This design comes from an exercise in tuning for small area and a short achievable clock period on the open sky130 flow, not from production work. Only simulation tests tie the RTL to the original design; equivalence was not proved. Power is estimated from default activity; no workload was simulated.

===== design/flow/run.sh =====
#!/bin/bash
# synth_recipe.tcl (not shown) runs the flow's synth.tcl, then flattens the netlist and writes it again
# the make line also repeats each setting of config.mk as NAME=value (left out here)
make -C /OpenROAD-flow-scripts/flow DESIGN_CONFIG=/design/flow/config.mk WORK_HOME=/design/flow/orfs CLKGATE_MAP_FILE= SYNTH_SCRIPT=/design/flow/synth_recipe.tcl finish

===== design/flow/config.mk =====
export PLATFORM = sky130hd
export DESIGN_NAME = LedCPUwithRAM
export DESIGN_NICKNAME = LedCPUwithRAM
export VERILOG_FILES = /design/flow/design.v
export SDC_FILE = /design/flow/constraint.sdc
export NUM_CORES = 4
export LEC_CHECK = 0
export CAP_MARGIN = 20
export CORE_MARGIN = 2
export CORE_UTILIZATION = 60
export CTS_CLUSTER_DIAMETER = 80
export CTS_CLUSTER_SIZE = 28
export SETUP_SLACK_MARGIN = 3.3
export SLEW_MARGIN = 20
export SYNTH_MEMORY_MAX_BITS = 8192
export TNS_END_PERCENT = 10

===== design/flow/constraint.sdc =====
create_clock -name core_clock -period 5.5 [get_ports {clk}]
set_input_delay 1.1000 -clock core_clock [delete_from_list [all_inputs] [get_ports {clk}]]
set_output_delay 1.1000 -clock core_clock [all_outputs]
set_load 0.01 [all_outputs]

===== design/flow/design.v =====
module debounce (rst, clk, noisy, clean);
   input rst, clk, noisy;
   output reg clean;
   parameter NDELAY = 4;
   parameter NBITS = 3;
   reg [NBITS-1:0] count;
   reg xnew;
   always @(posedge clk)
      if (rst) begin xnew <= noisy; clean <= noisy; count <= 0; end
      else if (noisy != xnew) begin xnew <= noisy; count <= 0; end
      else if (count == NDELAY) clean <= xnew;
      else count <= count+1;
endmodule
module progLogic(clk,rst,switch,enter,dataWr,nDataWr,addrWrNext,wrEn);
input clk,rst,enter;
input [7:0] switch;
output reg [15:0] dataWr;
output reg [15:0] nDataWr;    
output [7:0] addrWrNext;
reg [7:0] addrWr;
output reg wrEn;
reg [7:0] hi;
reg count;
reg enterPrev;
wire press = enterPrev & ~enter;
assign addrWrNext = rst ? 8'd0 : (!press && wrEn) ? addrWr + 8'd1 : addrWr;
always @(posedge clk) begin
	enterPrev <= enter;
	if (rst) begin
		wrEn <= 1'b0;
		addrWr <= 8'd0;
		count <= 1'b0;
	end else if (press) begin
		if (!count) begin
			hi <= switch;
			count <= 1'b1;
		end else begin
			dataWr <= {hi, switch};
			nDataWr <= ~{hi, switch};
			wrEn <= 1'b1;
		end
	end else if (wrEn) begin
		addrWr <= addrWr + 8'd1;
		wrEn <= 1'b0;
		count <= 1'b0;
	end
end
endmodule
module mem1R1W(clk, rst, jump, step, target, dataRd, addrWrNext, dataWr, nDataWr, wrEn);
input clk, rst;
input jump;              
input step;              
input [7:0] target;
output [15:0] dataRd;
input [7:0] addrWrNext;  
input [15:0] dataWr;
input [15:0] nDataWr;     
input wrEn;
localparam NP = 22;
reg [4095:0] ring;
reg [7:0] rot;           
reg [15:0] selLo;        
reg [15:0] selHi;        
reg [7:0] pphys;         
reg pv;                  
wire [7:0] nrot = ~rot;   
wire [3:0] jtLo = target[3:0] + nrot[3:0];
wire [3:0] jtHi = target[7:4] + nrot[7:4];
wire [15:0] tLo = 16'd1 << target[3:0];
wire [15:0] leLo = ~(16'hfffe << rot[3:0]);    
wire carry = (tLo & ~leLo) != 16'd0;
wire [15:0] jHi0 = 16'd1 << jtHi;
wire [15:0] jHi = carry ? {jHi0[14:0], jHi0[15]} : jHi0;
always @(posedge clk) begin
	rot <= rot + 8'd1;
	if (rst) begin
		selLo <= 16'd1 << nrot[3:0];
		selHi <= 16'd1 << nrot[7:4];
	end else if (jump) begin
		selLo <= 16'd1 << jtLo;
		selHi <= jHi;
	end else if (!step) begin
		selLo <= {selLo[0], selLo[15:1]};
		if (selLo[0])
			selHi <= {selHi[0], selHi[15:1]};
	end
end
reg [63:0] nPart;
reg byp;
reg [15:0] g;
integer i, k;
wire [15:0] pLo = 16'd1 << pphys[3:0];
wire [15:0] pHi = 16'd1 << pphys[7:4];
always @(posedge clk) begin
	byp <= pv && (selLo & pLo) != 0 && (selHi & pHi) != 0;
	for (k = 0; k < 4; k = k + 1) begin
		g = 16'd0;
		for (i = 64*k; i < 64*k + 64; i = i + 1)
			g = g | (ring[i*16 +: 16] & {16{selLo[i%16] & selHi[i/16]}});
		nPart[k*16 +: 16] <= ~g;
	end
end
assign dataRd = byp ? ~nDataWr : ~(nPart[15:0] & nPart[31:16] & nPart[47:32] & nPart[63:48]);
function [7:0] port(input integer j);
	port = (j * 256) / NP;
endfunction
reg [7:0] wpos;
always @(posedge clk)
	wpos <= addrWrNext + ~(rot + 8'd1);
wire land = en != 0;
wire pvNext = wrEn | (pv & ~land);
reg [NP-1:0] en;
integer j;
always @(posedge clk) begin
	pv <= pvNext;
	pphys <= wrEn ? wpos : pphys - 8'd1;
	for (j = 0; j < NP; j = j + 1)
		en[j] <= wrEn ? wpos == port(j) + 8'd1 : pv && !land && pphys == port(j) + 8'd2;
end
always @(posedge clk) begin
	ring <= {ring[15:0], ring[4095:16]};
	for (j = 0; j < NP; j = j + 1)
		if (en[j])
			ring[port(j)*16 +: 16] <= dataWr;
end
endmodule
module LedCPUcore(clk,rst,dataRd,jump,step,target,outPattern);
input  clk,rst;
input [15:0] dataRd;
output jump, step;
output [7:0] target;
output reg [7:0] outPattern;
parameter FREQ = 5;
reg [7:0] count;
reg [7:0] processTime;
wire show = dataRd[7:0] != 0;
wire done = processTime == dataRd[7:0];
assign jump = !show;
assign step = show && done;
assign target = dataRd[15:8];
always @(posedge clk) begin
	if (rst) begin
		outPattern <= 0;
		count <= 0;
		processTime <= 0;
	end else if (show) begin
		outPattern <= dataRd[15:8];
		count <= (count == FREQ) ? 8'd0 : count + 8'd1;
		if (done)
			processTime <= 0;
		else if (count == FREQ)
			processTime <= processTime + 8'd1;
	end else
		count <= count + 8'd1;
end
endmodule
module LedCPUwithRAM(
	clk,
	rst,
	switch,
	enter,
	outPattern
);
input clk, rst;
input [7:0] switch;
input enter;
output [7:0] outPattern;
parameter NDELAY = 4;
parameter FREQ = 5;
wire enterDB, wrEn, jump, step;
wire [7:0] addrWrNext, target;
wire [15:0] dataWr, nDataWr, dataRd;
debounce #(NDELAY) debounce_1(.rst(rst), .clk(clk), .noisy(enter), .clean(enterDB));
progLogic progLogic_1(.clk(clk), .rst(rst), .switch(switch), .enter(enterDB), .addrWrNext(addrWrNext), .dataWr(dataWr), .nDataWr(nDataWr), .wrEn(wrEn));
mem1R1W mem1R1W_1(.clk(clk), .rst(rst), .jump(jump), .step(step), .target(target), .dataRd(dataRd), .addrWrNext(addrWrNext), .dataWr(dataWr), .nDataWr(nDataWr), .wrEn(wrEn));
LedCPUcore #(FREQ) LedCPUcore_1(.clk(clk), .rst(rst), .dataRd(dataRd), .jump(jump), .step(step), .target(target), .outPattern(outPattern));
endmodule

==> run summary <==
Seq/Total Area, Yosys=73.23%; Min-Delay Startpoint=mem1R1W_1.ring[522]$_DFF_P_; Crit Path Max Fanout=18; final wirelength=470300 um; CTS root buf=clkbuf_16; placed cell area=0.1228 sq mm; CTS Buffer Depth=3; global-route wire length before repair=629700 um; # placed instances=10.90k; count leader, synth=dfxtp_1; Cell variety after synth=67; Ys Warns=4; Final Slew Violations=0; RR Startpoint=mem1R1W_1.selHi[10]$_DFFE_PP_; Wirelength per Cell=between 40 and 50 um; worst hold path depth=0; Final Hold Violating Endpoints=0; clock period minus worst slack=roughly 2.7 ns; Synth top area share=71.36%; Sequential cell area=between 0.08 and 0.09 sq mm; finished layout cell area=~0.13 sq mm; Max transition margin=27.23%; synthesized cell area=0.1191 sq mm; core area=0.1972 sq mm; Hold Path Class=flop to flop; RSZ-0062 raised after global routing=true; Top Ports=19; dpl ws=1.979 ns; Avg Cell Area, Syn=between 10 and 15 sq um; Max-cap violations=0; GPL Wtd Cong=0.9795; effective utilization at floorplan=60.40%; multi-input combinational cell area=0.03054 sq mm; fin cells=11.31k; Mapped Cells=between 8k and 9k; Hold Path End=mem1R1W_1.ring[506]$_DFF_P_; r2r setup slk=around 2.8 ns; final setup skew=0.04324 ns; Leak Pwr=50.21 nW; DRC=0; layout cells sized above 1=15.84%; Area contributors post-synth=dfxtp_1, a221oi_1, a22o_1, mux2_2, clkbuf_1; nets=8662; initial antenna violation count=35; Layout area overhead=10.19%; Synth area leader=dfxtp_1; aggregate global routing overflow=0; Least-Margin Pin Slew=around 1.1 ns; syn_nets=around 8.6k; DIE HEIGHT=449.6 um; Detailed Routing Iterations Pass 1=6; Iter 0 DRT Violations=12.13k; FF-to-FF End=mem1R1W_1.nPart[45]$_DFF_P_; setup tns final=0 ns; Top FF cell, synth=dfxtp_1; CTS tree=done; pin count of the biggest net entering global routing=35; Final HPWL DP=274100 um; outcome=no timing/DRC/antenna violations; die width=449.6 um; Port Buffer Count=18; DR vias=80.90k; critical path capture point type=flop; Clock transition at path regs=0.11 ns; final setup violation count=0; Commonest cells post-synth=dfxtp_1, a221oi_1, a22o_1; clk sink count=4320; fillers=between 10k and 15k; antenna-violating nets left=0; Cell Pwr Density=about 420 mW/mm^2; final worst slack=roughly 2.8 ns; Crit Path Class=flop to flop; GRT Overall Usage=44.90%; flops & latches, synth=between 4k and 5k; Post-synth EDFFs=74; vias per inst=a little over 7; # rows=between 150 and 200; async set or reset register ratio after synthesis=0%; Worst R2R Path Depth=7; # hold bufs at CTS=0; die area=0.2021 sq mm; Startpoint Class=flop; number of H-tree levels=4; Fmax=around 370 MHz; worst skew pair latency=0.91 ns; required time of the worst setup path=6.23 ns; period utilization=49.51%; number of CTS-inserted buffers=175; number of global-route vias before repair=77.74k; VDD IR max=approximately 0.45 mV; Crit path arrival time=approximately 3.5 ns
==> state kept, by name, indices dropped and copies added, names as in the netlist, 3 cells and up <==
| signal | count |
|---|---|
| LedCPUcore_1.processTime | 8 |
| progLogic_1.hi | 8 |
| mem1R1W_1.selLo | 16 |
| mem1R1W_1.selHi | 16 |
| progLogic_1.addrWr | 8 |
| mem1R1W_1.rot | 8 |
| mem1R1W_1.wpos | 8 |
| mem1R1W_1.nPart | 64 |
| LedCPUcore_1.outPattern | 8 |
| mem1R1W_1.en | 22 |
| mem1R1W_1.pphys | 8 |
| LedCPUcore_1.count | 8 |
| progLogic_1.nDataWr | 16 |
| mem1R1W_1.ring | 4096 |
| progLogic_1.dataWr | 16 |
| debounce_1.count | 3 |
==> routing by layer <==
layer | wire length (um) | track usage, % | up-vias | part of all wire, %
li1 | - | - | 32240 | -
met1 | 171800 | 57.97 | 40030 | 37
met4 | 38850 | 28.70 | 32 | 8.3
met5 | 332 | 0.2604 | - | 0.071
met2 | 196100 | 65.86 | 6684 | 42
met3 | 63110 | 13.39 | 1921 | 13
==> layout make-up <==
cell class	count	area share, %
flip-flops and latches	4320	66.51
multi-input cells	3555	23.27
repair buffers	511	3.840
clock buffers	189	3.473
well taps	2640	2.517
clock inverters	20	0.2031
inverters	53	0.1516
diodes	19	0.03623
==> how the worst max path moves through the flow <==
| stage | endpoint | start | slack (ns) | cells past startpoint |
|---|---|---|---|---|
| 3_3_place_gp | mem1R1W_1.nPart[54]$_DFF_P_ | mem1R1W_1.selLo[4]$_DFFE_PP_ | 0.54 | 6 |
| 2_1_floorplan | mem1R1W_1.wpos[7]$_DFF_P_ | rst | 2.71 | 12 |
| 3_5_place_dp | mem1R1W_1.selLo[14]$_DFFE_PP_ | mem1R1W_1.byp$_DFF_P_ | 1.98 | 8 |
| 4_1_cts | mem1R1W_1.nPart[13]$_DFF_P_ | mem1R1W_1.selHi[3]$_DFFE_PP_ | 2.94 | 8 |
| 5_1_grt | mem1R1W_1.nPart[45]$_DFF_P_ | mem1R1W_1.selHi[10]$_DFFE_PP_ | 2.81 | 7 |
| 6_report | mem1R1W_1.nPart[45]$_DFF_P_ | mem1R1W_1.selHi[10]$_DFFE_PP_ | 2.78 | 7 |
==> cells in the final DEF, fill, tap and decap left out, drive strengths merged, types with 6 or more instances in the layout <==
cell           netlist  final
a22oi               53     53
and2               260    260
a221o                6      6
nor4                73     73
a32oi               10     10
nand3               35     35
diode                0     19
o21a                 9      9
or4                  9      9
a21oi               34     34
mux2i               12     12
clkdlybuf4s50        0      9
nand2               80     81
o22ai               19     19
or2                 10     10
edfxtp              74     74
mux2               353    353
dfxtp             4246   4246
clkbuf             614    196
a22o              1005   1005
nor2b               10     10
xor2                23     23
buf                 42    495
inv                 53     63
nor2                72     72
nor3                15     15
ha                  32     32
a221oi            1005   1005
o21ai               35     35
nand4              289    289
xnor2               26     26
nand2b              14     14
clkinv               0      9
==> critical path: stages, from the launching register on <==
cell and delay [ns]:
edfxtp_1 0.44, buf_12 0.18, and2_2 0.35, buf_4 0.29, a22o_1 0.20, a221oi_1 0.29, nand4_1 0.24, nor4_4 0.54
==> repair_timing <==
action / CTS / global route
gates cloned: 5 / 8
resized for setup: 222 / 329
setup buffers: 89 / 82
pin swaps: 29 / 71
endpoints found under the setup margin: 205 / 205
==> power by group <==
| part | switching (mW) | internal [mW] | total, mW |
|---|---|---|---|
| logic | 3.92 | 1.91 | 5.83 |
| clock network | 9.53 | 6.03 | 15.6 |
| registers | 0.899 | 32.6 | 33.5 |
==> through the flow <==
step | util [%] | power [mW] | hold WS (ns)
2_1_floorplan | - | 35.72 | 0.3308
3_3_place_gp | 62.10 | 37.96 | 0.3323
3_5_place_dp | 62.25 | 38.01 | 0.3355
4_1_cts | 65.45 | 53.58 | 0.3308
5_1_grt | 66.53 | 55.92 | 0.3292
6_report | 66.55 | 54.87 | 0.3219
==> logic make-up after synthesis <==
logic type      Yosys count  share of synthesized area, %
compound gates         2211                         15.93
xor+xnor                 49                        0.3666
fa+ha+maj                37                        0.4044
buf+inv                 709                         2.253
flops                  4320                         73.23
mux                     367                         3.476
simple gates            889                         4.343

-- static timing again, ports no longer ideal --
How much do the figures lean on ideal ports? The routed layout below was timed once more, with nothing changed but the port constraints.
Step 1: set_driving_cell puts a clkbuf_16 on clk and a buf_2 on each other input, an assumption about the parent block.
Step 2, shift: input delay + t, output delay - t, t = (earliest + latest rising clock arrival at the registers) / 2. This alone moves slack from input paths to output paths.
Three values: no drivers, after step 1, after step 2; two values: the first two.
t (ns): 0.978
setup WS [ns]: 2.777 / 2.777 / 2.190
slew at the worst register clock pin (ns): 0.11 / 0.11
After both steps setup and hold are still met in this run. For this run, drivers alone change the setup slack by 0.000 ns; drivers and shift together by -0.587 ns.
